What follows belongs to an exercise in optimizing a design on an open flow for small area and a short achievable clock period; a production flow would make more cautious choices. RTL that was checked went through simulation tests only; none was proved equivalent to the original. The RTL of run 8 was laid out without a check of its function. Power and IR drop assume default switching activity.

<file path="flow/design.v">
module ks32 #(parameter HAS_CIN = 0)
            (input wire [31:0] a, b, input wire cin, output wire [31:0] s, output wire co);
wire [31:0] x;
wire [31:0] g0, t0, g1, t1, g2, t2, g3, t3, g4, t4, g5;
genvar i;
generate
    for (i = 0; i < 32; i = i + 1) begin : l0
        c_xor2  ux (.a(a[i]), .b(b[i]), .y(x[i]));
        if (i == 0 && HAS_CIN) begin : gc
            c_majn ug (.a(a[i]), .b(b[i]), .c(cin), .y(g0[i]));
        end else begin : gg
            c_nand2 ug (.a(a[i]), .b(b[i]), .y(g0[i]));
        end
        c_nor2  ut (.a(a[i]), .b(b[i]), .y(t0[i]));
    end
    for (i = 0; i < 32; i = i + 1) begin : l1
        if (i < 1) begin : p
            c_inv ug (.a(g0[i]), .y(g1[i]));
        end else begin : c
            c_o21ai ug (.a1(t0[i]), .a2(g0[i-1]), .b1(g0[i]), .y(g1[i]));
            if (i >= 2) begin : tt
                c_nor2 ut (.a(t0[i]), .b(t0[i-1]), .y(t1[i]));
            end
        end
    end
    for (i = 0; i < 32; i = i + 1) begin : l2
        if (i < 2) begin : p
            c_inv ug (.a(g1[i]), .y(g2[i]));
        end else begin : c
            c_a21oi ug (.a1(t1[i]), .a2(g1[i-2]), .b1(g1[i]), .y(g2[i]));
            if (i >= 4) begin : tt
                c_nand2 ut (.a(t1[i]), .b(t1[i-2]), .y(t2[i]));
            end
        end
    end
    for (i = 0; i < 32; i = i + 1) begin : l3
        if (i < 4) begin : p
            c_inv ug (.a(g2[i]), .y(g3[i]));
        end else begin : c
            c_o21ai ug (.a1(t2[i]), .a2(g2[i-4]), .b1(g2[i]), .y(g3[i]));
            if (i >= 8) begin : tt
                c_nor2 ut (.a(t2[i]), .b(t2[i-4]), .y(t3[i]));
            end
        end
    end
    for (i = 0; i < 32; i = i + 1) begin : l4
        if (i < 8) begin : p
            c_inv ug (.a(g3[i]), .y(g4[i]));
        end else begin : c
            c_a21oi ug (.a1(t3[i]), .a2(g3[i-8]), .b1(g3[i]), .y(g4[i]));
            if (i >= 16) begin : tt
                c_nand2 ut (.a(t3[i]), .b(t3[i-8]), .y(t4[i]));
            end
        end
    end
    for (i = 0; i < 32; i = i + 1) begin : l5
        if (i < 16) begin : p
            c_inv ug (.a(g4[i]), .y(g5[i]));
        end else begin : c
            c_o21ai ug (.a1(t4[i]), .a2(g4[i-16]), .b1(g4[i]), .y(g5[i]));
        end
    end
    if (HAS_CIN) begin : s0c
        c_xor2 us (.a(x[0]), .b(cin), .y(s[0]));
    end else begin : s0
        assign s[0] = x[0];
    end
    assign co = g5[31];
    for (i = 1; i < 32; i = i + 1) begin : sm
        c_xor2 us (.a(x[i]), .b(g5[i-1]), .y(s[i]));
    end
endgenerate
endmodule
module eq32(input wire [31:0] a, b, output wire y);
assign y = (a == b);
endmodule
module mips(
    input  wire        clk, reset,
    output wire [31:0] pc,
    input  wire [31:0] instruction,
    output wire        mem_write,
    output wire [31:0] writeData,
    input  wire [31:0] readData,
    output wire [31:0] Result
);
wire [5:0]  op  = instruction[31:26];
wire [5:0]  fn  = instruction[5:0];
wire [4:0]  ra1 = instruction[25:21];
wire [4:0]  ra2 = instruction[20:16];
wire [4:0]  rd  = instruction[15:11];
wire [15:0] imm = instruction[15:0];
wire is_r    = ~op[5] & ~op[3] & ~op[2] & ~op[1];    
wire is_beq  = ~op[5] & ~op[3] &  op[2];             
wire is_j    = ~op[5] & ~op[3] & ~op[2] &  op[1];    
wire is_jal  = is_j & op[0];                         
wire is_lw   =  op[5] & ~op[3];                      
wire is_sw   =  op[5] &  op[3];                      
wire is_iop  = ~op[5] &  op[3];                      
wire is_addi = is_iop & ~op[2];                      
wire is_ori  = is_iop &  op[2] & ~op[1];             
wire is_lui  = is_iop &  op[1];                      
wire is_alur = is_r & fn[5];                         
wire is_jr   = is_r & ~fn[5];                        
reg  [31:0] rf [1:31];
wire [31:0] rs_v, rt_v, rs_a, rt_a;
wire [32*31-1:0] rf_flat;
genvar g;
generate
    for (g = 1; g < 32; g = g + 1) begin : flat
        assign rf_flat[32*(g-1) +: 32] = rf[g];
    end
endgenerate
rport p1 (.ra(ra1), .d(rf_flat), .y(rs_v), .ya(rs_a));
rport p2 (.ra(ra2), .d(rf_flat), .y(rt_v), .ya(rt_a));
integer i;
wire [31:0] immx = is_r ? 32'd4 : {{16{imm[15]}}, imm};
wire [31:0] addr;
wire        aco;
ks32 #(.HAS_CIN(0)) aadd (.a(rs_a), .b(immx), .cin(1'b0), .s(addr), .co(aco));
wire        sub  = fn[1];                            
wire [31:0] bx   = rt_v ^ {32{sub}};
wire [31:0] sum;
wire        cout, pall;
ks32 #(.HAS_CIN(1)) add (.a(rs_v), .b(bx), .cin(sub), .s(sum), .co(cout));
eq32 cmp (.a(rs_v), .b(rt_v), .y(pall));
wire        ltu  = ~cout;
wire [31:0] lb  = is_ori ? {16'd0, imm} : rt_v;
wire s_sum  = is_alur & ~fn[2] & ~fn[3];            
wire s_and  = is_alur & fn[2] & ~fn[0];
wire s_or   = (is_alur & fn[2] & fn[0]) | is_ori;
wire s_slt  = is_alur & fn[3];
wire [31:0] wd = (addr & {32{is_addi}})
               | (sum & {32{s_sum}})
               | ((rs_v & rt_v) & {32{s_and}})
               | ((rs_v | lb) & {32{s_or}})
               | {31'd0, ltu & s_slt}
               | ({imm, 16'd0} & {32{is_lui}})
               | (readData & {32{is_lw}})
               | (pc & {32{is_jal}});
wire       we = is_alur | is_iop | is_lw | is_jal;
wire [4:0] wa = is_jal ? 5'd31 : is_r ? rd : ra2;
always @(posedge clk)
    for (i = 1; i < 32; i = i + 1)
        if (we && wa == i) rf[i] <= wd;
reg  [31:0] pc_q;
wire [29:0] pc4   = pc_q[31:2] + 30'd1;
wire [29:0] pcbr  = pc4 + {{14{imm[15]}}, imm};
wire        taken = is_beq & pall;
wire [31:0] pc_next = is_j  ? {pc4[29:26], instruction[25:0], 2'b00}
                    : is_jr ? addr
                    : taken ? {pcbr, 2'b00}
                    :         {pc4, 2'b00};
always @(posedge clk, posedge reset)
    if (reset) pc_q <= 32'd0;
    else       pc_q <= pc_next;
assign pc        = pc_q;
assign mem_write = is_sw;
assign writeData = rt_a;
assign Result    = addr;
endmodule
module c_inv   (input wire a, output wire y); assign y = ~a; endmodule
module c_nand2 (input wire a, b, output wire y); assign y = ~(a & b); endmodule
module c_nand3 (input wire a, b, c, output wire y); assign y = ~(a & b & c); endmodule
module c_nand4 (input wire a, b, c, d, output wire y); assign y = ~(a & b & c & d); endmodule
module c_nor2  (input wire a, b, output wire y); assign y = ~(a | b); endmodule
module c_xor2  (input wire a, b, output wire y); assign y = a ^ b; endmodule
module c_a22oi (input wire a1, a2, b1, b2, output wire y); assign y = ~((a1 & a2) | (b1 & b2)); endmodule
module c_a21oi (input wire a1, a2, b1, output wire y); assign y = ~((a1 & a2) | b1); endmodule
module c_o21ai (input wire a1, a2, b1, output wire y); assign y = ~((a1 | a2) & b1); endmodule
module c_majn  (input wire a, b, c, output wire y); assign y = ~((a & b) | (c & (a | b))); endmodule
module rport(input wire [4:0] ra, input wire [32*31-1:0] d, output wire [31:0] y, ya);
wire [4:0] ran;
wire [3:0] lo_n;
wire [7:0] hi_n;
wire [31:1] sel, selh;
genvar i, k;
generate
    for (i = 0; i < 5; i = i + 1) begin : iv
        c_inv u (.a(ra[i]), .y(ran[i]));
    end
    for (i = 0; i < 4; i = i + 1) begin : lo
        c_nand2 u (.a(i[0] ? ra[0] : ran[0]), .b(i[1] ? ra[1] : ran[1]), .y(lo_n[i]));
    end
    for (i = 0; i < 8; i = i + 1) begin : hi
        c_nand3 u (.a(i[0] ? ra[2] : ran[2]), .b(i[1] ? ra[3] : ran[3]),
                   .c(i[2] ? ra[4] : ran[4]), .y(hi_n[i]));
    end
    for (i = 1; i < 32; i = i + 1) begin : sl
        c_nor2 ul (.a(lo_n[i % 4]), .b(hi_n[i / 4]), .y(sel[i]));
        c_nor2 uh (.a(lo_n[i % 4]), .b(hi_n[i / 4]), .y(selh[i]));
    end
    for (k = 0; k < 32; k = k + 1) begin : bt
        wire [3:0]  q;    
        wire [1:0]  r;    
        for (i = 0; i < 3; i = i + 1) begin : g8
            aor8 u (.d({d[32*(8*i+7)+k], d[32*(8*i+6)+k], d[32*(8*i+5)+k], d[32*(8*i+4)+k],
                        d[32*(8*i+3)+k], d[32*(8*i+2)+k], d[32*(8*i+1)+k], d[32*(8*i)+k]}),
                    .s(k < 16 ? sel[8*i+8:8*i+1] : selh[8*i+8:8*i+1]), .y(q[i]));
        end
        aor7 u3 (.d({d[32*30+k], d[32*29+k], d[32*28+k], d[32*27+k], d[32*26+k], d[32*25+k], d[32*24+k]}),
                 .s(k < 16 ? sel[31:25] : selh[31:25]), .y(q[3]));
        c_nor2  u16a (.a(q[0]), .b(q[1]), .y(r[0]));
        c_nor2  u16b (.a(q[2]), .b(q[3]), .y(r[1]));
        c_nand2 uo   (.a(r[0]), .b(r[1]), .y(y[k]));
        c_nand2 uoa  (.a(r[0]), .b(r[1]), .y(ya[k]));
    end
endgenerate
endmodule
module aor8(input wire [7:0] d, s, output wire y);
assign y = |(d & s);
endmodule
module aor7(input wire [6:0] d, s, output wire y);
assign y = |(d & s);
endmodule
</file>
<file path="flow/flow/run.sh">
#!/bin/bash
# The standard layout (standard synthesis unchanged), with two changes:
# the resizer may swap cells of any footprint, and ports get small buffers
# that the resizer upsizes where timing needs it. make's full output goes to make.log;
# every step's own log stays under orfs/logs.
set -euo pipefail
bash standard.sh MATCH_CELL_FOOTPRINT=0 \
    "BUFFER_PORTS_ARGS=-buffer_cell sky130_fd_sc_hd__buf_1" finish > make.log 2>&1
</file>
<file path="flow/standard.sh">
#!/bin/bash
# synth_recipe.tcl (not shown) runs the flow's synth.tcl, then flattens the netlist and writes it again
# the make line also repeats each setting of config.mk as NAME=value (left out here)
make -C /OpenROAD-flow-scripts/flow DESIGN_CONFIG=/design/flow/config.mk WORK_HOME=/design/flow/orfs CLKGATE_MAP_FILE= SYNTH_SCRIPT=/design/flow/synth_recipe.tcl "${@:-finish}"
</file>
<file path="flow/config.mk">
export PLATFORM = sky130hd
export DESIGN_NAME = mips
export DESIGN_NICKNAME = mips
export VERILOG_FILES = /design/flow/design.v
export SDC_FILE = /design/flow/constraint.sdc
export NUM_CORES = 4
export LEC_CHECK = 0
export CAP_MARGIN = 20
export CORE_MARGIN = 2
export CORE_UTILIZATION = 40
export CTS_CLUSTER_DIAMETER = 80
export CTS_CLUSTER_SIZE = 24
export GPL_TIMING_DRIVEN = 0
export SETUP_SLACK_MARGIN = 3.5
export SLEW_MARGIN = 20
export SYNTH_HIERARCHICAL = 1
export SYNTH_MINIMUM_KEEP_SIZE = 0
</file>
<file path="flow/constraint.sdc">
create_clock -name core_clock -period 10.0 [get_ports {clk}]
set_input_delay 2.0000 -clock core_clock [delete_from_list [all_inputs] [get_ports {clk}]]
set_output_delay 2.0000 -clock core_clock [all_outputs]
set_load 0.01 [all_outputs]
</file>
==> results of run 1 <==
layout by cell type (no fill, tap or decap), drive strengths merged, types with 12 or more instances in the layout:
cell type / n
edfxtp: 992
a31oi: 12
dfrtp: 32
xnor2: 35
o211ai: 13
a21oi: 152
nand4: 220
o21ai: 207
o2111ai: 17
nand2: 439
nor4: 13
ha: 37
a222oi: 96
buf: 575
nand3: 116
o22ai: 14
xor2: 203
and2: 13
nor2: 500
nor2b: 22
a22oi: 896
mux2: 16
inv: 83
a221oi: 20
clkbuf: 131
worst paths after layout:
kind | from | endpoint | slack [ps]
setup / recovery | instruction[1] | Result[31] | 2680
hold / removal | pc_q[22] | pc_q[22] | 800
setup reg to reg | rf[25][7] | rf[17][29] | 5320
hold reg to reg | pc_q[22] | pc_q[22] | 800
max in group asynchronous | reset | pc_q[22] | 8460
min in group asynchronous | reset | pc_q[21] | 1140
registers in the layout, indices dropped and copies added (netlist names):
register	cells
pc_q	32
rf	992
final cells by class:
type,count,share of cell area (%)
Clock buffer,62,2.193
Timing Repair Buffer,585,9.286
Clock inverter,14,0.3322
Buffer,59,0.3866
Multi-Input combinational cell,3139,36.56
Antenna cell,7,0.02720
Inverter,82,0.5168
Tap cell,1650,3.205
Sequential cell,1024,47.49
layer usage:
metal | GRT usage, % | wire length (µm) | up-vias
met3 | 8.018 | 28920 | 672
met1 | 43.52 | 83380 | 22295
met4 | 18.16 | 15050 | 10
met2 | 49.28 | 97540 | 3611
met5 | 0 | 61 | -
li1 | - | - | 18719
metrics by stage:
step / hold WS [ps] / utilization (%) / instance area (µm²) / setup slack [ps] / cells
2_1_floorplan: 682.1 / - / 50900 / 3550 / 4286
6_report: 795.1 / 51.16 / 64410 / 2677 / 6622
3_5_place_dp: 775.0 / 44.85 / 56460 / 708.0 / 6252
3_3_place_gp: 771.6 / 42.55 / 53570 / -44.66 / 6097
4_1_cts: 786.1 / 49.95 / 62880 / 2889 / 6532
5_1_grt: 863.6 / 51.14 / 64390 / 2659 / 6615
timing repair:
action	in CTS	in global routing
setup buffers	192	72
pin swaps	173	104
hold buffers	0	0
setup endpoints to repair	1070	656
resized for setup	687	165
cloned	12	8
power by group through the flow:
stage / Combinational (µW) / Sequential (µW) / Clock, µW
3_5_place_dp: 2740 / 5130 / 0
4_1_cts: 3150 / 5030 / 2520
2_1_floorplan: 1630 / 5110 / 0
6_report: 3410 / 5040 / 2510
5_1_grt: 3550 / 5040 / 2650
3_3_place_gp: 2630 / 5150 / 0
worst min-delay path, cell delays in order, from the launching register on:
cell and delay, ps:
dfrtp_1 470, xnor2_1 140, nand2_1 70, a31oi_1 70
==> run_results.csv, run 1 <==
group,metric,value,unit
status,status,"timing/DRC/antenna clean",
final_layout,drive_gt1_share,25.86,%
logic_synthesis,syn_nets,4390,
power_and_ir_drop,p_seq_share,46.0,%
worst_hold_path,holdPathStages,3,
setup_path,path_buf_inv,4,
flow_run,maxCapViolCount,0,
placement,gp_congestion,1.033,
timing,finalCriticalPeriod,7323,ps
timing,drv_slew,0,
setup_path,path_depth,12,
timing,fmaxAchievable,0.1366,GHz
final_layout,regArea,0.03059,mm²
grt,overflow,0,
floorplan,die_width,360.7,µm
setup_path,required,8000,ps
floorplan,die_area,0.1301,mm²
final_layout,syn_to_final_growth,26.56,%
cts,cts.path.max_buffers,3,
setup_path,critPathTopFamily,"buffers and inverters",
logic_synthesis,syn_area_per_cell,11.87,µm²
placement,hpwl,153800,µm
drt,drt_pass1_iterations,8,
drt,final_antenna_net_count,0,
grt,grt_pass1_vias,41650,
logic_synthesis,yosysWarnings,8,
drt,drtIter0Drc,7899,
floorplan,start_util,40.42,%
power_and_ir_drop,p_leak,0.02114,µW
power_and_ir_drop,total_power,10960,µW
drt,wl,224900,µm
cts,cts_htree_levels,2,
placement,port_buffers,161,
cts,cts_tree,"yes",
timing,rsz0062_at_grt,"yes",
final_layout,fin_nets,5048,
timing,hold_viol,0,
logic_synthesis,synthesis.area,0.05089,mm²
drt,via_per_inst,6.842,
power_and_ir_drop,p_int,7105,µW
timing,slew_headroom,14.74,%
timing,worst_slew_pin_slew,1279,ps
setup_path,cpMaxStageDelayCell,"nor2b_1",
grt,antenna_found_initial,14,
final_layout,fillers,10791,
grt,grt_pass1_wl,306500,µm
cts,clock-sinks,1024,
drt,wl_per_cell,33.97,µm
timing,fin_tns_setup,0,ps
floorplan,coreArea,0.1259,mm²
power_and_ir_drop,ir_worst_vdd,0.0001563,V
final_layout,multiInputGateArea,0.02355,mm²
grt,track_usage,32.79,%
setup_path,cp_max_fo,10,
floorplan,num_rows,130,
setup_path,worstPathArrival,5320,ps
logic_synthesis,syn_inst,4286,
setup_path,ff2ff_path_depth,14,
power_and_ir_drop,power_frac_comb,31.1,%
cts,clk_pin_slew,80,ps
worst_hold_path,hp-class,"reg -> reg",
drt,vias,45307,
timing,setup_viol,0,
setup_path,endpoint_kind,"output pin",
timing,min_period_over_period,73.23,%
cts,numCtsBuffers,53,
grt,grt_max_degree,32,
power_and_ir_drop,power_density,170.2,mW/mm²
setup_path,path_cells,"clkbuf_2 -> clkbuf_4 -> clkbuf_2 -> nor2b_1 -> nand2_2 -> o21ai_4 -> a21oi_4 -> o21ai_2 -> a21oi_4 -> o21ai_4 -> xor2_4 -> buf_6",
power_and_ir_drop,switching_share,35.17,%
drt,drc,0,
floorplan,ios,163,
power_and_ir_drop,pwr-share-clk,22.9,%
setup_path,cp-start-kind,"input pin",
setup_path,cpPeakStageDelay,590,ps
setup_path,critPathKind,"in -> out",
timing,finalClockSkew,56.73,ps
power_and_ir_drop,switching_power,3854,µW
floorplan,die_h,360.7,µm
cts,cts-root-buf,"clkbuf_16",
cts,insertion_delay,730,ps
==> run 2, diff against run 1 <==
--- a/flow/config.mk
+++ b/flow/config.mk
@@ -10,8 +10,8 @@
 export CORE_UTILIZATION = 40
 export CTS_CLUSTER_DIAMETER = 80
 export CTS_CLUSTER_SIZE = 24
-export GPL_TIMING_DRIVEN = 0
 export SETUP_SLACK_MARGIN = 3.5
 export SLEW_MARGIN = 20
 export SYNTH_HIERARCHICAL = 1
 export SYNTH_MINIMUM_KEEP_SIZE = 0
+export TNS_END_PERCENT = 30
==> run 2 against run 1 <==
  * Clock-buffer cell count down 4
  * Highest routed layer unchanged
  * Maximum frequency rose by 2.3%
  * Cell area decreased by 4.4%
  * Sequential power barely moved
  * Final cell count fell by 1.8%
  * Core utilization decreased by 2.3 points
  * Total power down 1.1%
  * Flip-flop and latch count stayed put
  * Synthesized area is the same
  * Critical endpoint is now Result[30]
==> run_results.csv, run 2 <==
group,metric,value,unit
placement,dp_worst_setup_slack,994.7,ps
timing,whs,801.0,ps
final_layout,regMostFlops,"rf",
timing,fin_tns_setup,0,ps
logic_synthesis,synthesis.area,0.05089,mm²
worst_hold_path,hp-class,"reg -> reg",
grt,grt_max_degree,42,
power_and_ir_drop,p_leak,0.02033,µW
status,status,"timing/DRC/antenna clean",
setup_path,worstPathArrival,5160,ps
power_and_ir_drop,ir_worst_vdd,0.0001717,V
grt,track_usage,31.68,%
cts,clock-sinks,1024,
floorplan,die_h,360.7,µm
timing,rsz0062_at_grt,"yes",
setup_path,cp_max_fo,8,
drt,vias,44141,
cts,clk_pin_slew,70,ps
floorplan,die_width,360.7,µm
grt,grt_pass1_wl,298000,µm
cts,cts-root-buf,"clkbuf_16",
floorplan,start_util,40.42,%
floorplan,num_rows,130,
final_layout,fin_nets,4931,
timing,drv_slew,0,
drt,final_antenna_net_count,0,
timing,min_period_over_period,71.57,%
drt,wl_per_cell,32.96,µm
final_layout,syn_to_final_growth,20.97,%
power_and_ir_drop,power_density,176.0,mW/mm²
setup_path,r2r_slack,5280,ps
setup_path,cp-start-kind,"input pin",
final_layout,largest_register_ffs,992,
placement,gp_congestion,0.9737,
timing,fin_ws,2843,ps
placement,port_buffers,161,
final_layout,drive_gt1_share,23.23,%
drt,via_per_inst,6.791,
timing,finalClockSkew,91.76,ps
flow_run,maxCapViolCount,0,
final_layout,layout_common_cells,"edfxtp_1 (992), a22oi_1 (859), nand2_1 (367)",
cts,cts_htree_levels,2,
floorplan,ios,163,
timing,slew_headroom,24.13,%
drt,drt_pass1_iterations,14,
cts,cts_tree,"yes",
timing,setup_viol,0,
drt,drc,0,
timing,finalCriticalPeriod,7157,ps
grt,overflow,0,
floorplan,die_area,0.1301,mm²
cts,hold_buffers,0,
grt,antenna_found_initial,12,
setup_path,endpoint_kind,"output pin",
logic_synthesis,syn_inst,4286,
setup_path,critPathKind,"in -> out",
cts,cts.path.max_buffers,3,
logic_synthesis,syn_area_per_cell,11.87,µm²
placement,hpwl,142300,µm
logic_synthesis,syn_nets,4390,
final_layout,final_common_cell,"edfxtp_1",
setup_path,required,8000,ps
logic_synthesis,yosysWarnings,8,
drt,wl,214300,µm
drt,drtIter0Drc,7595,
timing,hold_viol,0,
grt,grt_pass1_vias,40828,
timing,worst_slew_pin_slew,1138,ps
final_layout,reg_top3,"rf (992), pc_q (32)",
power_and_ir_drop,total_power,10830,µW
cts,insertion_delay,770,ps
cts,numCtsBuffers,55,
floorplan,coreArea,0.1259,mm²
timing,fmaxAchievable,0.1397,GHz
## run 2: repair_timing
item                                    in CTS  in global routing
pin swaps                                  153                 93
buffers inserted                            94                 42
gates resized for setup                    655                184
gates cloned                                10                  5
endpoints found under the setup margin    1055                504
## run 2: where the power goes
| group | switching, µW | internal [µW] |
|---|---|---|
| clock | 1480 | 1070 |
| combinational | 2200 | 1050 |
| sequential | 115 | 4920 |
| total | 3790 | 7040 |
## run 2: final timing paths
| kind | start | to | depth (start not counted) |
|---|---|---|---|
| max | instruction[25] | Result[30] | 18 |
| min | pc_q[11] | pc_q[11] | 3 |
| max reg2reg | rf[25][31] | pc_q[28] | 13 |
| min reg2reg | pc_q[11] | pc_q[11] | 3 |
| max in group asynchronous | reset | pc_q[11] | 3 |
| min in group asynchronous | reset | pc_q[27] | 3 |
## run 2: metrics by stage
stage	instances	cell area [µm²]	utilization, %
5_1_grt	6498	61550	48.89
3_3_place_gp	6265	55340	43.96
3_5_place_dp	6268	55360	43.97
6_report	6500	61560	48.90
2_1_floorplan	4286	50900	-
4_1_cts	6449	60400	47.98
## run 2: area by class of cell
class,count,area [µm²]
Multi-Input combinational cell,3123,22720
Tap cell,1650,2064
Fill cell,11278,64340
Sequential cell,1024,30590
Clock buffer,58,1388
Antenna cell,3,7.507
Inverter,82,319.1
Timing Repair Buffer,541,4165
Clock inverter,19,302.8
## run 2: worst max-delay path, cell delays in order
cell        delay (ps)
buf_12             110
clkinvlp_4         200
nand3_4            140
buf_12             170
nor2_4              70
buf_6              160
a22oi_1            180
nand4_1            320
nor2_2             280
nand2_4            120
nor2_4             230
nor2_4              70
a21oi_4            180
o21ai_2            110
a21oi_2            220
o21ai_2            130
xor2_2             260
buf_2              190
## run 2: per-layer routing
metal	up-vias	global-route usage, %	wire length, µm
li1	18416	-	-
met2	3168	47.70	93530
met4	8	16.14	12920
met1	22056	42.93	82000
met3	493	7.121	25750
met5	-	0	50
==> run 3, diff against run 2 <==
--- a/flow/config.mk
+++ b/flow/config.mk
@@ -14,4 +14,3 @@
 export SLEW_MARGIN = 20
 export SYNTH_HIERARCHICAL = 1
 export SYNTH_MINIMUM_KEEP_SIZE = 0
-export TNS_END_PERCENT = 30
==> run 3 against run 2 <==
  * Routed wire length hardly changed
  * Register-to-register slack hardly changed
  * Clock-buffer cell count stayed put
  * Critical path type unchanged
  * Worst hold slack better by 7.1 ps
  * Final cell count stayed put
  * Combinational power hardly changed
  * Sequential power hardly changed
  * Highest routed layer unchanged
  * Cell area hardly changed
  * Still clean
  * Die area stayed put
  * Synthesized area stayed put
  * Worst setup slack worse by 11 ps
  * Critical path depth is 1 higher
==> run_results.csv, run 3 <==
group,metric,value,unit
timing,fin_tns_setup,0,ps
drt,final_antenna_net_count,0,
grt,overflow,0,
setup_path,ff2ff_path_depth,13,
power_and_ir_drop,power_density,176.1,mW/mm²
timing,min_period_over_period,71.68,%
logic_synthesis,syn_area_per_cell,11.87,µm²
drt,vias,44033,
timing,worst_slew_pin_slew,1112,ps
final_layout,largest_register_ffs,992,
timing,drv_slew,0,
final_layout,fin_util,48.92,%
timing,fmaxAchievable,0.1395,GHz
final_layout,finalNonFillerCells,6500,
drt,drt_pass1_iterations,11,
final_layout,fin_area,0.06158,mm²
grt,antenna_found_initial,12,
logic_synthesis,syn_nets,4390,
grt,grt_pass1_wl,298000,µm
logic_synthesis,syn_inst,4286,
drt,highest_layer,"met5",
worst_hold_path,hp-class,"reg -> reg",
placement,port_buffers,161,
final_layout,final_common_cell,"edfxtp_1",
final_layout,drive_gt1_share,23.33,%
floorplan,coreArea,0.1259,mm²
power_and_ir_drop,pwr-share-clk,23.5,%
placement,dp_cells,6268,
final_layout,layout_common_cells,"edfxtp_1 (992), a22oi_1 (859), nand2_1 (366)",
setup_path,reg2reg_to,"pc_q[28]",
setup_path,cp-start-kind,"input pin",
power_and_ir_drop,p_int,7044,µW
setup_path,worstPathArrival,5170,ps
floorplan,start_util,40.42,%
timing,setup_viol,0,
floorplan,die_h,360.7,µm
cts,cts_tree,"yes",
final_layout,syn_to_final_growth,21.02,%
setup_path,worstReg2RegStart,"rf[25][31]",
timing,hold_viol,0,
cts,cts.path.max_buffers,3,
power_and_ir_drop,p_leak,0.02033,µW
cts,cts_htree_levels,2,
final_layout,reg_top3,"rf (992), pc_q (32)",
cts,numCtsBuffers,55,
cts,clock-sinks,1024,
timing,finalCriticalPeriod,7168,ps
power_and_ir_drop,power_frac_comb,30.1,%
drt,drc,0,
floorplan,ios,163,
timing,finalClockSkew,96.09,ps
drt,via_per_inst,6.774,
final_layout,fin_nets,4931,
placement,place_area,0.05536,mm²
status,status,"timing/DRC/antenna clean",
worst_hold_path,worstHoldStart,"pc_q[11]",
setup_path,required,8000,ps
cts,insertion_delay,770,ps
flow_run,maxCapViolCount,0,
timing,slew_headroom,25.85,%
worst_hold_path,min_to,"pc_q[11]",
grt,track_usage,31.68,%
cts,cts-root-buf,"clkbuf_16",
floorplan,die_width,360.7,µm
grt,grt_max_degree,42,
placement,gp_congestion,0.9737,
power_and_ir_drop,switching_share,35.05,%
cts,clk_pin_slew,70,ps
logic_synthesis,synthesis.area,0.05089,mm²
timing,rsz0062_at_grt,"yes",
drt,wl_per_cell,32.97,µm
logic_synthesis,yosysWarnings,8,
grt,grt_pass1_vias,40828,
final_layout,fillers,11277,
drt,met1_length,82310,µm
worst_hold_path,holdPathStages,3,
drt,wl,214300,µm
setup_path,endpoint_kind,"output pin",
setup_path,cp_max_fo,11,
setup_path,r2r_slack,5270,ps
setup_path,crit_start,"instruction[25]",
setup_path,critPathKind,"in -> out",
final_layout,regMostFlops,"rf",
floorplan,num_rows,130,
drt,met3_length,25390,µm
power_and_ir_drop,ir_worst_vdd,0.0001738,V
power_and_ir_drop,switching_power,3802,µW
placement,hpwl,142300,µm
power_and_ir_drop,p_seq_share,46.4,%
drt,drtIter0Drc,7631,
drt,route.met2.wl,94130,µm
floorplan,die_area,0.1301,mm²
[run 3: layer usage]
layer	vias to the layer above	GRT usage, %
met5	-	0
met4	10	16.14
met3	471	7.121
met2	3023	47.70
met1	22102	42.93
li1	18427	-
[run 3: area by class of cell]
cell class / count / area (µm²) / share of cell area (%)
flip-flops and latches: 1024 / 30590 / 49.67
multi-input cells: 3123 / 22740 / 36.93
repair buffers: 541 / 4169 / 6.770
well taps: 1650 / 2064 / 3.352
clock buffers: 58 / 1388 / 2.253
inverters: 82 / 319.1 / 0.5181
clock inverters: 19 / 302.8 / 0.4917
diodes: 3 / 7.507 / 0.01219
[run 3: critical path, stage by stage]
cell        delay (ps)
buf_12             110
clkinvlp_4         200
nand3_4            160
buf_12             150
buf_6              100
nor2_4              40
buf_8              150
a22oi_2            130
nand4_1            300
nor2_2             280
nand2_4            120
nor2_4             230
nor2_4              70
a21oi_4            180
o21ai_2            110
a21oi_2            220
o21ai_2            130
xor2_2             270
buf_2              190
[run 3: how the worst max path moves through the flow]
stage	to
floorplan	Result[21]
finish	Result[30]
CTS	Result[31]
global route	Result[30]
global placement	Result[28]
detailed placement	Result[28]
[run 3: power groups by stage]
| stage | logic, µW | clock network (µW) | registers, µW |
|---|---|---|---|
| after floorplan | 1630 | 0 | 5110 |
| after global placement | 2690 | 0 | 5120 |
| after detailed placement | 2710 | 0 | 5120 |
| after CTS | 3050 | 2570 | 5020 |
| after global routing | 3420 | 2710 | 5040 |
| final | 3260 | 2550 | 5030 |
[run 3: repair_timing]
item,in CTS,in global routing
hold buffers,0,0
resized for setup,655,192
pin swaps,153,96
setup endpoints to repair,1055,504
buffers inserted,94,42
gates cloned,10,5
[run 3: through the flow]
step	setup WS, ps	power, µW	hold slack (ps)
after detailed placement	994.7	7826	778.0
after floorplan	3550	6739	682.1
after CTS	2978	10640	791.7
final	2832	10850	808.2
after global routing	2817	11170	833.9
after global placement	1061	7811	743.7
==> run 4, diff against run 3 <==
--- a/flow/config.mk
+++ b/flow/config.mk
@@ -8,8 +8,8 @@
 export CAP_MARGIN = 20
 export CORE_MARGIN = 2
 export CORE_UTILIZATION = 40
-export CTS_CLUSTER_DIAMETER = 80
-export CTS_CLUSTER_SIZE = 24
+export CTS_CLUSTER_DIAMETER = 70
+export CTS_CLUSTER_SIZE = 32
 export SETUP_SLACK_MARGIN = 3.5
 export SLEW_MARGIN = 20
 export SYNTH_HIERARCHICAL = 1
==> run 4 against run 3 <==
  * Clock-buffer cell count up 13
  * Via count grew 0.35%
  * Core utilization grew 0.74 points
  * Critical path depth decreased by 2
  * Worst hold slack got worse by 25 ps
  * Worst setup slack lost 34 ps
  * Sequential share of layout area fell by 0.74 points
  * Total power rose by 6.3%
==> run_results.csv, run 4 <==
group,metric,value,unit
final_layout,drive_gt1_share,24.23,%
drt,wl,214900,µm
setup_path,critPathKind,"in -> out",
setup_path,worstPathArrival,5200,ps
timing,finalCriticalPeriod,7202,ps
floorplan,ios,163,
timing,rsz0062_at_grt,"yes",
setup_path,path_cells,"buf_12 -> buf_12 -> nand3_4 -> nor2_1 -> buf_6 -> a22oi_1 -> nand4_1 -> nor2_4 -> nand2_4 -> nor2_4 -> o21ai_4 -> a21oi_2 -> o21ai_2 -> a21oi_2 -> o21ai_2 -> xor2_2 -> buf_2",
timing,setup_viol,0,
timing,drv_slew,0,
setup_path,cpPeakStageDelay,350,ps
drt,via_per_inst,6.749,
cts,clk_pin_slew,50,ps
floorplan,die_width,360.7,µm
final_layout,syn_to_final_growth,22.85,%
cts,clock-sinks,1024,
grt,track_usage,31.85,%
timing,fin_tns_setup,0,ps
final_layout,fin_area,0.06252,mm²
timing,fmaxAchievable,0.1388,GHz
final_layout,fillers,11179,
final_layout,regArea,0.03059,mm²
setup_path,ff2ff_path_depth,17,
setup_path,cp-start-kind,"input pin",
cts,cts_tree,"yes",
cts,cts-root-buf,"clkbuf_16",
power_and_ir_drop,p_leak,0.02073,µW
final_layout,layout_common_cells,"edfxtp_1 (992), a22oi_1 (853), nand2_1 (369)",
logic_synthesis,synthesis.area,0.05089,mm²
timing,slew_headroom,16.62,%
setup_path,endpoint_kind,"output pin",
timing,worst_slew_pin_slew,1251,ps
flow_run,maxCapViolCount,0,
drt,final_antenna_net_count,0,
final_layout,multiInputGateArea,0.02277,mm²
worst_hold_path,min_to,"pc_q[11]",
floorplan,start_util,40.42,%
final_layout,final_common_cell,"edfxtp_1",
logic_synthesis,yosysWarnings,8,
cts,numCtsBuffers,68,
drt,drc,0,
worst_hold_path,worstHoldStart,"pc_q[11]",
final_layout,largest_register_ffs,992,
grt,antenna_found_initial,12,
final_layout,regMostFlops,"rf",
drt,vias,44187,
timing,fin_ws,2798,ps
power_and_ir_drop,power_density,184.4,mW/mm²
floorplan,num_rows,130,
grt,grt_pass1_wl,299400,µm
grt,overflow,0,
placement,place_area,0.05536,mm²
logic_synthesis,syn_inst,4286,
timing,hold_viol,0,
timing,min_period_over_period,72.02,%
timing,finalClockSkew,103.8,ps
status,status,"timing/DRC/antenna clean",
power_and_ir_drop,total_power,11530,µW
placement,gp_congestion,0.9737,
logic_synthesis,syn_nets,4390,
power_and_ir_drop,ir_worst_vdd,0.0001219,V
drt,drt_pass1_iterations,10,
setup_path,required,8000,ps
worst_hold_path,hp-class,"reg -> reg",
setup_path,worstReg2RegStart,"rf[22][3]",
floorplan,die_h,360.7,µm
cts,cts_htree_levels,3,
placement,port_buffers,161,
setup_path,r2r_slack,5320,ps
grt,grt_max_degree,42,
setup_path,path_buf_inv,4,
final_layout,reg_top3,"rf (992), pc_q (32)",
drt,drtIter0Drc,7555,
floorplan,die_area,0.1301,mm²
floorplan,coreArea,0.1259,mm²
cts,insertion_delay,750,ps
final_layout,fin_nets,4945,
setup_path,reg2reg_to,"rf[25][14]",
final_layout,finalNonFillerCells,6547,
placement,dp_worst_setup_slack,994.7,ps
setup_path,cp_max_fo,16,
worst_hold_path,holdPathStages,3,
placement,hpwl,142300,µm
drt,wl_per_cell,32.82,µm
cts,cts.path.max_buffers,3,
grt,grt_pass1_vias,40838,
setup_path,critPathTopFamily,"simple AND/OR/NAND/NOR gates",
setup_path,cpMaxStageDelayCell,"nor2_4",
logic_synthesis,syn_area_per_cell,11.87,µm²
placement,dp_cells,6268,
-- run 4: how the worst max path moves through the flow --
stage | slack [ps] | depth (start not counted) | to | start
3_3_place_gp | 1060 | 18 | Result[28] | instruction[23]
2_1_floorplan | 3550 | 14 | Result[21] | instruction[21]
6_report | 2800 | 17 | Result[30] | instruction[25]
3_5_place_dp | 990 | 18 | Result[28] | instruction[23]
5_1_grt | 2810 | 19 | Result[29] | instruction[25]
4_1_cts | 2970 | 17 | Result[31] | instruction[25]
-- run 4: cell type report --
cell class	instances	share of cell area, %
Timing Repair Buffer	542	6.753
Clock buffer	71	2.740
Tap cell	1650	3.302
Sequential cell	1024	48.93
Inverter	82	0.5184
Multi-Input combinational cell	3123	36.43
Antenna cell	2	0.008006
Clock inverter	53	1.321
-- run 4: metal layers --
metal  up-vias  wire [µm]  GRT usage [%]
met5         -         68              0
met1     22077      82530          43.45
met3       495      25880          6.745
li1      18497          -              -
met2      3106      93860          48.07
met4        12      12550          15.91
-- run 4: report_power, final --
group / leakage [µW] / switching [µW] / internal, µW
clock network: 0.00121 / 1790 / 1440
registers: 0.00947 / 114 / 4920
logic: 0.0101 / 2210 / 1060
-- run 4: stage by stage --
stage	util (%)	hold WS (ps)
floorplan	-	682.1
global placement	43.96	743.7
detailed placement	43.97	778.0
CTS	48.78	788.0
global route	49.65	830.0
finish	49.66	783.2
-- run 4: worst register-to-register path: cells and delay by family, from the launching register on --
kind,cells,cell delay [ps]
AO/OA/AOI/OAI,6,1740
XOR/XNOR,1,150
buffers and inverters,5,840
flip-flops,1,400
AND/OR/NAND/NOR,5,1220
-- run 4: timing repair --
action	in CTS	in global routing
cloned	12	4
hold buffers	0	0
setup buffers	100	36
resized for setup	695	181
setup endpoints to repair	1055	566
pin swaps	170	86
==> run 5, diff against run 4 <==
--- a/flow/config.mk
+++ b/flow/config.mk
@@ -8,9 +8,9 @@
 export CAP_MARGIN = 20
 export CORE_MARGIN = 2
 export CORE_UTILIZATION = 40
-export CTS_CLUSTER_DIAMETER = 70
-export CTS_CLUSTER_SIZE = 32
-export SETUP_SLACK_MARGIN = 3.5
+export CTS_CLUSTER_DIAMETER = 80
+export CTS_CLUSTER_SIZE = 24
+export SETUP_SLACK_MARGIN = 2.6
 export SLEW_MARGIN = 20
 export SYNTH_HIERARCHICAL = 1
 export SYNTH_MINIMUM_KEEP_SIZE = 0
==> run 5 against run 4 <==
  * Maximum frequency decreased by 3.6%
  * Synthesized cell count is the same
  * Cell area fell by 6.3%
  * Clock skew is 24 ps lower
  * Sequential share of layout area grew 3.3 points
  * Flip-flop and latch count unchanged
  * Combinational power is 8.6% lower
  * Final cell count decreased by 2.3%
  * Non-clock buffer count decreased by 106
  * Largest power group unchanged
==> run_results.csv, run 5 <==
group,metric,value,unit
status,status,"timing/DRC/antenna clean",
logic_synthesis,yosysWarnings,8,
setup_path,path_cells,"clkbuf_4 -> nand2_4 -> buf_4 -> nor2_1 -> buf_4 -> a22oi_1 -> nand4_1 -> nor2_2 -> nand2_2 -> nor2_2 -> nor2_2 -> a21oi_2 -> o21ai_1 -> a21oi_2 -> o21ai_2 -> xor2_1 -> buf_4 -> clkbuf_2",
timing,finalCriticalPeriod,7469,ps
drt,via_per_inst,6.740,
drt,drc,0,
timing,worst_slew_pin_slew,1231,ps
timing,rsz0062_at_grt,"yes",
timing,fin_tns_setup,0,ps
final_layout,fillers,11497,
setup_path,ff2ff_path_depth,15,
power_and_ir_drop,power_frac_comb,28.4,%
final_layout,fin_nets,4824,
final_layout,regArea,0.03059,mm²
timing,finalClockSkew,79.83,ps
setup_path,crit_start,"instruction[21]",
final_layout,finalNonFillerCells,6394,
final_layout,drive_gt1_share,16.09,%
power_and_ir_drop,switching_power,3677,µW
grt,grt_pass1_wl,289200,µm
final_layout,final_common_cell,"edfxtp_1",
setup_path,critPathKind,"in -> out",
final_layout,layout_common_cells,"edfxtp_1 (992), a22oi_1 (894), nand2_1 (394)",
power_and_ir_drop,p_seq_share,47.9,%
setup_path,worstPathArrival,5470,ps
final_layout,largest_register_ffs,992,
placement,dp_cells,6280,
floorplan,num_rows,130,
worst_hold_path,worstHoldStart,"pc_q[11]",
power_and_ir_drop,ir_worst_vdd,0.0001207,V
setup_path,reg2reg_to,"rf[15][26]",
setup_path,cpMaxStageDelayCell,"nand2_4",
placement,hpwl,142400,µm
final_layout,fin_util,46.52,%
setup_path,worstReg2RegStart,"rf[25][9]",
final_layout,multiInputGateArea,0.02119,mm²
setup_path,r2r_slack,5180,ps
placement,port_buffers,161,
setup_path,cp_max_fo,16,
worst_hold_path,holdPathStages,3,
cts,cts_htree_levels,2,
power_and_ir_drop,pwr-share-clk,23.7,%
cts,cts.path.max_buffers,3,
logic_synthesis,synthesis.area,0.05089,mm²
timing,slew_headroom,17.93,%
placement,dp_worst_setup_slack,1154,ps
grt,grt_max_degree,42,
floorplan,start_util,40.42,%
grt,overflow,0,
setup_path,cpPeakStageDelay,290,ps
floorplan,die_width,360.7,µm
drt,drt_pass1_iterations,10,
timing,drv_slew,0,
power_and_ir_drop,switching_share,35.02,%
floorplan,die_h,360.7,µm
cts,cts-root-buf,"clkbuf_16",
timing,fmaxAchievable,0.1339,GHz
timing,hold_viol,0,
drt,wl_per_cell,32.59,µm
logic_synthesis,syn_area_per_cell,11.87,µm²
flow_run,maxCapViolCount,0,
cts,numCtsBuffers,54,
cts,cts_tree,"yes",
placement,gp_congestion,0.9979,
grt,track_usage,30.80,%
setup_path,required,8000,ps
floorplan,ios,163,
final_layout,syn_to_final_growth,15.08,%
final_layout,regMostFlops,"rf",
timing,whs,786.9,ps
logic_synthesis,syn_inst,4286,
cts,hold_buffers,0,
setup_path,cp-start-kind,"input pin",
timing,setup_viol,0,
timing,min_period_over_period,74.69,%
timing,fin_ws,2531,ps
power_and_ir_drop,power_density,179.3,mW/mm²
drt,vias,43093,
worst_hold_path,min_to,"pc_q[11]",
worst_hold_path,hp-class,"reg -> reg",
drt,final_antenna_net_count,0,
cts,clock-sinks,1024,
drt,wl,208400,µm
power_and_ir_drop,p_int,6821,µW
cts,insertion_delay,750,ps
logic_synthesis,syn_nets,4390,
floorplan,coreArea,0.1259,mm²
grt,antenna_found_initial,11,
cts,clk_pin_slew,80,ps
drt,drtIter0Drc,7702,
power_and_ir_drop,p_leak,0.01926,µW
setup_path,endpoint_kind,"output pin",
final_layout,reg_top3,"rf (992), pc_q (32)",
grt,grt_pass1_vias,39284,
floorplan,die_area,0.1301,mm²
==> run 5: cell count changes in the layout (fill, tap and decap cells not counted), sizes merged <==
cell | before | now
clkinv | 19 | 9
diode | 2 | 1
bufinv | 1 | 0
buf | 532 | 426
clkbuf | 81 | 69
inv | 112 | 89
clkinvlp | 3 | 4
nor2b | 22 | 21
==> run 5: power by group through the flow <==
stage	clock network (µW)	logic, µW	registers, µW
global placement	0	2700	5120
CTS	2500	2840	5020
finish	2490	2980	5030
global route	2650	3150	5040
floorplan	0	1630	5110
detailed placement	0	2710	5120
==> run 5: worst max path at each step <==
stage / to / slack (ps) / depth (start not counted)
2_1_floorplan: Result[22] / 3260 / 10
3_3_place_gp: Result[28] / 1180 / 17
3_5_place_dp: Result[28] / 1150 / 17
4_1_cts: Result[29] / 2610 / 19
5_1_grt: Result[29] / 2520 / 19
6_report: Result[29] / 2530 / 18
==> run 5: worst max-delay path: cells and delay by family <==
kind,cells,cell delay (ps)
simple gates,7,1310
buf+inv,5,1060
xor+xnor,1,200
compound gates,5,860
==> run 5: layout make-up <==
| class | instances | area share, % |
|---|---|---|
| sequential | 1024 | 52.23 |
| clock inverter | 20 | 0.4337 |
| antenna | 1 | 0.004273 |
| inverter | 82 | 0.5363 |
| tap | 1650 | 3.525 |
| timing repair buffer | 436 | 4.739 |
| clock buffer | 59 | 2.340 |
| multi-input combinational | 3122 | 36.19 |
==> run 5: stage by stage <==
step                total power [µW]  area, µm²
floorplan                       6739      50890
finish                         10500      58560
detailed placement              7834      55460
global route                   10840      58560
CTS                            10370      58110
global placement                7822      55440
==> run 5: metal layers <==
metal / vias to the layer above / track usage [%] / routed length (µm)
met5: - / 0 / 58
met4: 8 / 12.94 / 10390
met3: 389 / 6.577 / 25000
met2: 2988 / 46.11 / 89890
met1: 21504 / 43.27 / 83040
li1: 18204 / - / -
==> run 5: repair_timing <==
item	CTS	global route
pin swaps	59	54
gates resized for setup	237	84
setup buffers	18	14
endpoints found under the setup margin	35	529
gates cloned	0	1
==> run 6, diff against run 5 <==
--- a/flow/config.mk
+++ b/flow/config.mk
@@ -10,7 +10,7 @@
 export CORE_UTILIZATION = 40
 export CTS_CLUSTER_DIAMETER = 80
 export CTS_CLUSTER_SIZE = 24
-export SETUP_SLACK_MARGIN = 2.6
+export SETUP_SLACK_MARGIN = 3.0
 export SLEW_MARGIN = 20
 export SYNTH_HIERARCHICAL = 1
 export SYNTH_MINIMUM_KEEP_SIZE = 0
==> run 6 against run 5 <==
  * Worst setup slack better by 280 ps
  * Non-clock buffer count up 66
  * Critical path type unchanged
  * Largest power group unchanged
  * Core utilization up 1.4 points
  * Register-to-register slack better by 30 ps
==> run_results.csv, run 6 <==
group,metric,value,unit
cts,clk_pin_slew,80,ps
grt,antenna_found_initial,11,
setup_path,worstPathArrival,5190,ps
cts,hold_buffers,0,
grt,grt_max_degree,42,
timing,rsz0062_at_grt,"yes",
cts,cts.path.max_buffers,3,
logic_synthesis,syn_inst,4286,
final_layout,fillers,11345,
placement,port_buffers,161,
final_layout,final_common_cell,"edfxtp_1",
cts,numCtsBuffers,54,
logic_synthesis,syn_area_per_cell,11.87,µm²
floorplan,start_util,40.42,%
grt,overflow,0,
final_layout,fin_area,0.06026,mm²
floorplan,die_h,360.7,µm
cts,cts-root-buf,"clkbuf_16",
drt,final_antenna_net_count,0,
timing,min_period_over_period,71.92,%
final_layout,reg_top3,"rf (992), pc_q (32)",
timing,hold_viol,0,
drt,wl,211800,µm
timing,setup_viol,0,
drt,wl_per_cell,32.76,µm
placement,gp_congestion,0.9979,
floorplan,die_width,360.7,µm
logic_synthesis,syn_nets,4390,
cts,insertion_delay,750,ps
timing,worst_slew_pin_slew,1253,ps
flow_run,maxCapViolCount,0,
cts,cts_htree_levels,2,
status,status,"timing/DRC/antenna clean",
power_and_ir_drop,ir_worst_vdd,0.0001222,V
power_and_ir_drop,power_density,177.7,mW/mm²
drt,vias,43747,
final_layout,regMostFlops,"rf",
placement,dp_cells,6280,
timing,finalCriticalPeriod,7192,ps
timing,fmaxAchievable,0.1390,GHz
placement,place_area,0.05546,mm²
placement,dp_worst_setup_slack,1154,ps
floorplan,num_rows,130,
final_layout,multiInputGateArea,0.02205,mm²
final_layout,syn_to_final_growth,18.42,%
final_layout,regArea,0.03059,mm²
final_layout,largest_register_ffs,992,
logic_synthesis,synthesis.area,0.05089,mm²
timing,fin_tns_setup,0,ps
timing,fin_ws,2808,ps
final_layout,fin_nets,4890,
floorplan,die_area,0.1301,mm²
worst_hold_path,hp-class,"reg -> reg",
drt,via_per_inst,6.768,
drt,drc,0,
drt,drtIter0Drc,7947,
final_layout,finalNonFillerCells,6464,
setup_path,endpoint_kind,"output pin",
final_layout,drive_gt1_share,20.27,%
setup_path,cp-start-kind,"input pin",
setup_path,critPathKind,"in -> out",
setup_path,cp_max_fo,8,
timing,finalClockSkew,74.39,ps
grt,grt_pass1_wl,291800,µm
drt,drt_pass1_iterations,11,
cts,clock-sinks,1024,
floorplan,coreArea,0.1259,mm²
timing,drv_slew,0,
setup_path,required,8000,ps
logic_synthesis,yosysWarnings,8,
grt,track_usage,31.07,%
grt,grt_pass1_vias,39668,
floorplan,ios,163,
power_and_ir_drop,p_leak,0.01990,µW
cts,cts_tree,"yes",
timing,slew_headroom,16.48,%
placement,hpwl,142400,µm
final_layout,layout_common_cells,"edfxtp_1 (992), a22oi_1 (874), nand2_1 (382)",
## run 6: what timing repair did
item / in CTS / in global routing
endpoints found under the hold margin: 0 / 0
setup buffers: 43 / 44
setup endpoints to repair: 977 / 475
gates resized for setup: 424 / 202
pin swaps: 129 / 69
cloned: 6 / 5
## run 6: through the flow
stage | hold slack (ps) | total power (µW) | util [%]
6_report | 770.5 | 10710 | 47.87
5_1_grt | 833.7 | 11030 | 47.86
4_1_cts | 780.2 | 10470 | 46.89
3_5_place_dp | 767.5 | 7834 | 44.05
3_3_place_gp | 754.2 | 7822 | 44.04
2_1_floorplan | 682.1 | 6739 | -
## run 6: worst max-delay path, stage by stage
cell	delay (ps)
buf_12	100
clkinvlp_4	160
buf_4	180
nand3_4	220
nor2_4	110
buf_8	170
a22oi_1	190
nand4_1	300
nor2_4	250
nand2_4	110
nor2_4	160
o21ai_2	90
a21oi_2	200
o21ai_2	100
a21oi_2	240
o21ai_2	130
xor2_2	260
buf_2	190
## run 6: final cells by class
type	count	share of cell area (%)
antenna	5	0.02076
clock buffer	59	2.274
clock inverter	20	0.4215
inverter	82	0.5253
multi-input combinational	3122	36.59
sequential	1024	50.76
tap	1650	3.426
timing repair buffer	502	5.984
## run 6: worst paths after layout
kind	slack (ps)	cells past startpoint	end	startpoint
max in group asynchronous	8230	3	pc_q[1]	reset
min	770	3	pc_q[11]	pc_q[11]
max	2810	18	Result[30]	instruction[23]
min in group asynchronous	1390	3	pc_q[30]	reset
min reg2reg	770	3	pc_q[11]	pc_q[11]
max reg2reg	5210	15	rf[31][24]	rf[25][6]
## run 6: where the power goes
part	total, µW	switching, µW	internal [µW]
sequential	5030	114	4920
combinational	3180	2180	999
clock	2500	1470	1020
## run 6: routing by layer
| layer | GRT usage (%) | share of wire [%] | vias to the layer above |
|---|---|---|---|
| li1 | - | - | 18343 |
| met1 | 43.53 | 39 | 21839 |
| met2 | 46.71 | 44 | 3178 |
| met3 | 6.690 | 12 | 381 |
| met4 | 12.84 | 4.6 | 6 |
| met5 | 0 | 0.067 | - |
==> run 7, diff against run 6 <==
--- a/flow/config.mk
+++ b/flow/config.mk
@@ -7,7 +7,7 @@
 export LEC_CHECK = 0
 export CAP_MARGIN = 20
 export CORE_MARGIN = 2
-export CORE_UTILIZATION = 40
+export CORE_UTILIZATION = 44
 export CTS_CLUSTER_DIAMETER = 80
 export CTS_CLUSTER_SIZE = 24
 export SETUP_SLACK_MARGIN = 3.0
==> run 7 against run 6 <==
  * Clock power about the same
  * Worst hold slack got worse by 27 ps
  * Critical path depth rose by 1
  * Cell area is 0.57% lower
  * Core utilization rose by 4.5 points
  * Worst setup slack got worse by 18 ps
  * Synthesized area is the same
  * Register-to-register slack barely moved
  * Clock skew decreased by 36 ps
  * Largest cell class unchanged
==> run_results.csv, run 7 <==
group,metric,value,unit
timing,setup_viol,0,
power_and_ir_drop,switching_share,34.11,%
drt,drc,0,
logic_synthesis,syn_nets,4390,
final_layout,fin_util,52.33,%
timing,fin_tns_setup,0,ps
drt,wl_per_cell,32.66,µm
cts,numCtsBuffers,53,
power_and_ir_drop,ir_worst_vdd,0.0001447,V
cts,cts_tree,"yes",
drt,final_antenna_net_count,0,
timing,finalCriticalPeriod,7210,ps
grt,grt_max_degree,50,
grt,grt_pass1_wl,284300,µm
power_and_ir_drop,p_seq_share,47.4,%
logic_synthesis,yosysWarnings,8,
placement,port_buffers,161,
drt,via_per_inst,6.865,
setup_path,path_common_cell,"nor2_4",
cts,insertion_delay,700,ps
power_and_ir_drop,p_leak,0.01983,µW
setup_path,r2r_slack,5200,ps
power_and_ir_drop,p_int,6967,µW
floorplan,ios,163,
flow_run,maxCapViolCount,0,
timing,slew_headroom,19.61,%
grt,grt_pass1_vias,39889,
timing,worst_slew_pin_slew,1206,ps
drt,drtIter0Drc,6535,
cts,clk_pin_slew,80,ps
worst_hold_path,min_to,"pc_q[11]",
final_layout,regMostFlops,"rf",
timing,min_period_over_period,72.10,%
timing,hold_viol,0,
setup_path,critPathKind,"in -> out",
final_layout,syn_to_final_growth,17.74,%
logic_synthesis,syn_inst,4286,
grt,overflow,0,
grt,antenna_found_initial,1,
setup_path,cp-start-kind,"input pin",
status,status,"timing/DRC/antenna clean",
timing,finalClockSkew,37.98,ps
final_layout,final_common_cell,"edfxtp_1",
setup_path,required,8000,ps
worst_hold_path,holdPathStages,3,
setup_path,reg2reg_to,"rf[27][10]",
drt,wl,205500,µm
floorplan,coreArea,0.1145,mm²
cts,cts_htree_levels,2,
placement,gp_congestion,1.042,
drt,drt_pass1_iterations,11,
power_and_ir_drop,switching_power,3607,µW
final_layout,largest_register_ffs,992,
setup_path,cp_max_fo,8,
final_layout,reg_top3,"rf (992), pc_q (32)",
floorplan,die_width,344.1,µm
setup_path,worstReg2RegStart,"rf[25][4]",
power_and_ir_drop,pwr-share-clk,23.7,%
logic_synthesis,syn_area_per_cell,11.87,µm²
final_layout,fillers,9982,
placement,hpwl,135400,µm
cts,cts.path.max_buffers,3,
setup_path,path_buf_inv,6,
floorplan,num_rows,124,
setup_path,cpMaxStageDelayCell,"a222oi_1",
cts,clock-sinks,1024,
grt,track_usage,33.56,%
floorplan,die_h,344.1,µm
drt,vias,43195,
cts,cts-root-buf,"clkbuf_16",
logic_synthesis,synthesis.area,0.05089,mm²
floorplan,die_area,0.1184,mm²
power_and_ir_drop,power_density,176.5,mW/mm²
setup_path,cpPeakStageDelay,420,ps
final_layout,fin_nets,4860,
timing,drv_slew,0,
setup_path,ff2ff_path_depth,15,
final_layout,drive_gt1_share,20.22,%
worst_hold_path,hp-class,"reg -> reg",
setup_path,endpoint_kind,"output pin",
timing,fmaxAchievable,0.1387,GHz
timing,rsz0062_at_grt,"yes",
floorplan,start_util,44.44,%
setup_path,worstPathArrival,5210,ps
worst_hold_path,worstHoldStart,"pc_q[11]",
power_and_ir_drop,power_frac_comb,28.8,%
final_layout,layout_common_cells,"edfxtp_1 (992), a22oi_1 (873), nand2_1 (373)",
setup_path,path_cells,"buf_12 -> clkinvlp_4 -> nand2_8 -> buf_6 -> buf_12 -> nor2_4 -> buf_8 -> a222oi_1 -> nand3_2 -> nor2_4 -> nand2_4 -> nor2_4 -> nor2_2 -> a21oi_2 -> o21ai_2 -> a21oi_2 -> o21ai_2 -> xor2_2 -> buf_2",
setup_path,critPathTopFamily,"simple AND/OR/NAND/NOR gates",
-- run 7: what timing repair did --
| item | 4_1_cts | 5_1_grt |
|---|---|---|
| gates cloned | 3 | 4 |
| hold buffers | 0 | 0 |
| setup buffers | 58 | 29 |
| setup endpoints to repair | 651 | 324 |
| pin swaps | 126 | 77 |
| resized for setup | 463 | 202 |
-- run 7: how the worst max path moves through the flow --
| stage | depth (start not counted) | end | from | slack, ps |
|---|---|---|---|---|
| global placement | 18 | Result[28] | instruction[22] | 1470 |
| detailed placement | 18 | Result[28] | instruction[21] | 1480 |
| floorplan | 10 | Result[22] | instruction[31] | 3260 |
| finish | 19 | Result[28] | instruction[21] | 2790 |
| global route | 19 | Result[30] | instruction[21] | 2740 |
| CTS | 19 | Result[28] | instruction[21] | 2900 |
-- run 7: layer usage --
layer | GRT usage, % | vias up | wire (µm)
li1 | - | 18281 | -
met1 | 44.96 | 21608 | 77770
met2 | 52.03 | 2839 | 91990
met3 | 6.068 | 467 | 22340
met4 | 17.97 | 0 | 13430
met5 | 0 | - | 0
-- run 7: metrics by stage --
step	hold WS (ps)	setup WS, ps	std cells	power [µW]	area, µm²
2_1_floorplan	682.1	3258	4286	6739	50890
3_3_place_gp	700.5	1475	6119	7717	55090
3_5_place_dp	706.5	1481	6119	7728	55090
4_1_cts	723.1	2896	6257	10380	58920
5_1_grt	765.9	2744	6290	10910	59910
6_report	743.1	2790	6292	10570	59920
-- run 7: area by class of cell --
type,count,area [µm²],area share [%]
flip-flops and latches,1024,30590,51.05
multi-input cells,3121,22070,36.83
repair buffers,474,3420,5.707
well taps,1512,1892,3.157
clock buffers,64,1410,2.353
inverters,82,321.6,0.5367
clock inverters,13,211.5,0.3529
diodes,2,5.005,0.008353
-- run 7: worst min-delay path, stage by stage, from the launching register on --
cell	delay (ps)
dfrtp_1	450
xor2_1	120
nand2_1	70
a31oi_1	70
-- run 7: power by group through the flow --
stage	clock network (µW)	registers (µW)	logic [µW]
2_1_floorplan	0	5110	1630
3_3_place_gp	0	5110	2610
3_5_place_dp	0	5110	2620
4_1_cts	2520	5010	2840
5_1_grt	2670	5030	3220
6_report	2510	5020	3050
==> run 8, diff against run 7 <==
--- a/flow/design.v
+++ b/flow/design.v
@@ -73,6 +73,69 @@
 endmodule
 module eq32(input wire [31:0] a, b, output wire y);
 assign y = (a == b);
+endmodule
+module ks32h(input wire [31:0] al0, al1, a, b, bl, output wire [31:0] s);
+wire [31:0] x;
+wire [31:0] g0, t0, g1, t1, g2, t2, g3, t3, g4, t4, g5;
+genvar i;
+generate
+    for (i = 0; i < 32; i = i + 1) begin : l0
+        c_xor2  ux (.a(a[i]), .b(b[i]), .y(x[i]));
+        c_a21oi ug (.a1(al0[i]), .a2(al1[i]), .b1(bl[i]), .y(g0[i]));
+        c_nand3 ut (.a(al0[i]), .b(al1[i]), .c(bl[i]), .y(t0[i]));
+    end
+    for (i = 0; i < 32; i = i + 1) begin : l1
+        if (i < 1) begin : p
+            c_inv ug (.a(g0[i]), .y(g1[i]));
+        end else begin : c
+            c_a21oi ug (.a1(t0[i]), .a2(g0[i-1]), .b1(g0[i]), .y(g1[i]));
+            if (i >= 2) begin : tt
+                c_nand2 ut (.a(t0[i]), .b(t0[i-1]), .y(t1[i]));
+            end
+        end
+    end
+    for (i = 0; i < 32; i = i + 1) begin : l2
+        if (i < 2) begin : p
+            c_inv ug (.a(g1[i]), .y(g2[i]));
+        end else begin : c
+            c_o21ai ug (.a1(t1[i]), .a2(g1[i-2]), .b1(g1[i]), .y(g2[i]));
+            if (i >= 4) begin : tt
+                c_nor2 ut (.a(t1[i]), .b(t1[i-2]), .y(t2[i]));
+            end
+        end
+    end
+    for (i = 0; i < 32; i = i + 1) begin : l3
+        if (i < 4) begin : p
+            c_inv ug (.a(g2[i]), .y(g3[i]));
+        end else begin : c
+            c_a21oi ug (.a1(t2[i]), .a2(g2[i-4]), .b1(g2[i]), .y(g3[i]));
+            if (i >= 8) begin : tt
+                c_nand2 ut (.a(t2[i]), .b(t2[i-4]), .y(t3[i]));
+            end
+        end
+    end
+    for (i = 0; i < 32; i = i + 1) begin : l4
+        if (i < 8) begin : p
+            c_inv ug (.a(g3[i]), .y(g4[i]));
+        end else begin : c
+            c_o21ai ug (.a1(t3[i]), .a2(g3[i-8]), .b1(g3[i]), .y(g4[i]));
+            if (i >= 16) begin : tt
+                c_nor2 ut (.a(t3[i]), .b(t3[i-8]), .y(t4[i]));
+            end
+        end
+    end
+    for (i = 0; i < 32; i = i + 1) begin : l5
+        if (i < 16) begin : p
+            c_inv ug (.a(g4[i]), .y(g5[i]));
+        end else begin : c
+            c_a21oi ug (.a1(t4[i]), .a2(g4[i-16]), .b1(g4[i]), .y(g5[i]));
+        end
+    end
+    assign s[0] = x[0];
+    for (i = 1; i < 32; i = i + 1) begin : sm
+        c_xnor2 us (.a(x[i]), .b(g5[i-1]), .y(s[i]));
+    end
+endgenerate
 endmodule
 module mips(
     input  wire        clk, reset,
@@ -102,7 +165,7 @@
 wire is_alur = is_r & fn[5];                         
 wire is_jr   = is_r & ~fn[5];                        
 reg  [31:0] rf [1:31];
-wire [31:0] rs_v, rt_v, rs_a, rt_a;
+wire [31:0] rs_v, rt_v, rs_a, rt_a, rs_l0, rs_l1;
 wire [32*31-1:0] rf_flat;
 genvar g;
 generate
@@ -110,13 +173,12 @@
         assign rf_flat[32*(g-1) +: 32] = rf[g];
     end
 endgenerate
-rport p1 (.ra(ra1), .d(rf_flat), .y(rs_v), .ya(rs_a));
-rport p2 (.ra(ra2), .d(rf_flat), .y(rt_v), .ya(rt_a));
+rport p1 (.ra(ra1), .d(rf_flat), .y(rs_v), .ya(rs_a), .yl0(rs_l0), .yl1(rs_l1));
+rport p2 (.ra(ra2), .d(rf_flat), .y(rt_v), .ya(rt_a), .yl0(), .yl1());
 integer i;
 wire [31:0] immx = is_r ? 32'd4 : {{16{imm[15]}}, imm};
 wire [31:0] addr;
-wire        aco;
-ks32 #(.HAS_CIN(0)) aadd (.a(rs_a), .b(immx), .cin(1'b0), .s(addr), .co(aco));
+ks32h aadd (.al0(rs_l0), .al1(rs_l1), .a(rs_a), .b(immx), .bl(~immx), .s(addr));
 wire        sub  = fn[1];                            
 wire [31:0] bx   = rt_v ^ {32{sub}};
 wire [31:0] sum;
@@ -168,7 +230,8 @@
 module c_a21oi (input wire a1, a2, b1, output wire y); assign y = ~((a1 & a2) | b1); endmodule
 module c_o21ai (input wire a1, a2, b1, output wire y); assign y = ~((a1 | a2) & b1); endmodule
 module c_majn  (input wire a, b, c, output wire y); assign y = ~((a & b) | (c & (a | b))); endmodule
-module rport(input wire [4:0] ra, input wire [32*31-1:0] d, output wire [31:0] y, ya);
+module c_xnor2 (input wire a, b, output wire y); assign y = ~(a ^ b); endmodule
+module rport(input wire [4:0] ra, input wire [32*31-1:0] d, output wire [31:0] y, ya, yl0, yl1);
 wire [4:0] ran;
 wire [3:0] lo_n;
 wire [7:0] hi_n;
@@ -203,6 +266,8 @@
         c_nor2  u16b (.a(q[2]), .b(q[3]), .y(r[1]));
         c_nand2 uo   (.a(r[0]), .b(r[1]), .y(y[k]));
         c_nand2 uoa  (.a(r[0]), .b(r[1]), .y(ya[k]));
+        assign yl0[k] = r[0];
+        assign yl1[k] = r[1];
     end
 endgenerate
 endmodule
--- a/flow/config.mk
+++ b/flow/config.mk
@@ -7,10 +7,10 @@
 export LEC_CHECK = 0
 export CAP_MARGIN = 20
 export CORE_MARGIN = 2
-export CORE_UTILIZATION = 44
+export CORE_UTILIZATION = 40
 export CTS_CLUSTER_DIAMETER = 80
 export CTS_CLUSTER_SIZE = 24
-export SETUP_SLACK_MARGIN = 3.0
+export SETUP_SLACK_MARGIN = 3.5
 export SLEW_MARGIN = 20
 export SYNTH_HIERARCHICAL = 1
 export SYNTH_MINIMUM_KEEP_SIZE = 0
==> run 8 against run 7 <==
  * Still clean
  * Cell area grew 2.9%
  * Clock-buffer cell count rose by 3
  * Via count is 2.5% higher
  * Critical endpoint is now Result[21]
  * Critical path type unchanged
==> run_results.csv, run 8 <==
group,metric,value,unit
status,status,"timing/DRC/antenna clean",
drt,final_antenna_net_count,0,
timing,fmaxAchievable,0.1362,GHz
drt,drc,0,
cts,insertion_delay,690,ps
setup_path,required,8000,ps
cts,cts_htree_levels,2,
final_layout,syn_to_final_growth,20.46,%
grt,track_usage,30.89,%
final_layout,fillers,11378,
drt,vias,44285,
placement,dp_worst_setup_slack,1452,ps
power_and_ir_drop,p_int,7026,µW
final_layout,fin_area,0.06164,mm²
power_and_ir_drop,power_density,175.0,mW/mm²
floorplan,num_rows,131,
logic_synthesis,syn_inst,4296,
logic_synthesis,yosysWarnings,8,
final_layout,drive_gt1_share,22.46,%
grt,grt_max_degree,42,
timing,rsz0062_at_grt,"yes",
power_and_ir_drop,switching_share,34.85,%
setup_path,cp_max_fo,16,
timing,finalClockSkew,49.79,ps
final_layout,final_common_cell,"edfxtp_1",
power_and_ir_drop,power_frac_comb,31.3,%
flow_run,maxCapViolCount,0,
floorplan,coreArea,0.1272,mm²
final_layout,regMostFlops,"rf",
cts,clk_pin_slew,100,ps
timing,slew_headroom,27.48,%
drt,drtIter0Drc,7905,
logic_synthesis,synthesis.area,0.05117,mm²
floorplan,die_h,361.7,µm
placement,port_buffers,161,
logic_synthesis,syn_nets,4400,
logic_synthesis,syn_area_per_cell,11.91,µm²
floorplan,die_area,0.1308,mm²
cts,cts-root-buf,"clkbuf_16",
final_layout,layout_common_cells,"edfxtp_1 (992), a22oi_1 (853), nand2_1 (376)",
setup_path,critPathKind,"in -> out",
floorplan,ios,163,
floorplan,start_util,40.23,%
final_layout,largest_register_ffs,992,
power_and_ir_drop,switching_power,3759,µW
timing,min_period_over_period,73.45,%
drt,via_per_inst,6.790,
cts,hold_buffers,0,
power_and_ir_drop,ir_worst_vdd,0.0001449,V
## run 8: metrics by stage
stage / utilization, % / instances / hold WS [ps]
6_report: 48.46 / 6522 / 732.3
3_5_place_dp: 43.72 / 6286 / 718.5
4_1_cts: 47.00 / 6447 / 729.8
3_3_place_gp: 43.71 / 6286 / 688.3
2_1_floorplan: - / 4296 / 676.4
5_1_grt: 48.45 / 6516 / 787.1
## run 8: worst paths after layout
check                           startpoint          to  slack, ps  cells past startpoint
max in group asynchronous            reset    pc_q[24]       8190                      3
hold / removal                    pc_q[31]    pc_q[31]        730                      3
setup reg to reg                   pc_q[8]    pc_q[30]       5570                     14
setup / recovery           instruction[21]  Result[21]       2660                     21
min in group asynchronous            reset     pc_q[1]       1430                      3
hold reg to reg                   pc_q[31]    pc_q[31]        730                      3
## run 8: worst max-delay path: stages
cell        delay (ps)
buf_8               80
buf_12             130
clkinvlp_4         100
buf_12             150
buf_12             130
nand2_8            120
nor2_1              70
buf_6              190
a22oi_1            190
nand4_1            270
nor2_4             330
buf_6              150
a21oi_4             70
a21oi_4            180
o21ai_2            110
a21oi_2            160
o21ai_1            100
a21oi_2            260
xnor2_1            170
buf_4              210
buf_6              120
## run 8: per-layer routing
layer	up-vias	GRT usage [%]	wire length (µm)
met5	-	0	23
met2	3313	47.79	94830
met1	21916	42.11	81780
met3	548	6.248	26390
li1	18504	-	-
met4	4	13.61	11700
## run 8: final cells by class
class | count | area [µm²] | share of cell area (%)
flip-flops and latches | 1024 | 30590 | 49.63
multi-input cells | 3128 | 23020 | 37.35
well taps | 1662 | 2079 | 3.374
diodes | 6 | 15.01 | 0.02436
clock buffers | 67 | 1358 | 2.202
inverters | 99 | 420.4 | 0.6821
clock inverters | 9 | 153.9 | 0.2497
repair buffers | 527 | 4000 | 6.490
## run 8: logic make-up after synthesis
kind of cell,Yosys count
compound gates,1512
xor+xnor,238
fa+ha+maj,38
buf+inv,151
flops,1024
mux,16
simple gates,1317
## run 8: modules after synthesis (local to each module, per instance), a selection
module   copies in the design  flip-flops and latches  cells
aor7                       64                       0      4
aor8                      192                       0      5
c_o21ai                   127                       0      1
c_nand3                    46                       0      1
ks32h                       1                       0      1
c_nor2                    379                       0      1
c_xnor2                    31                       0      1
c_xor2                     96                       0      1
eq32                        1                       0     43
c_nand2                   263                       0      1
mips                        1                    1024   1863
c_majn                      1                       0      2
c_a21oi                   157                       0      1
## run 8: what timing repair did
| action | CTS | global route |
|---|---|---|
| resized for setup | 462 | 307 |
| setup endpoints to repair | 993 | 676 |
| cloned | 8 | 11 |
| buffers inserted | 77 | 58 |
| pin swaps | 136 | 107 |
## run 8: power by group through the flow
stage	combinational, µW	sequential (µW)	clock, µW
floorplan	1670	5110	0
global placement	2720	5110	0
detailed placement	2730	5110	0
CTS	3080	5020	2410
global route	3520	5030	2540
finish	3370	5020	2390

Check on run 8: ideal ports give 2.655 ns setup slack; a clkbuf_16 on the clock port and buf_2 on the inputs give 2.569 ns; moving port delays by the midpoint clock arrival (0.738 ns) as well gives 2.569 ns.
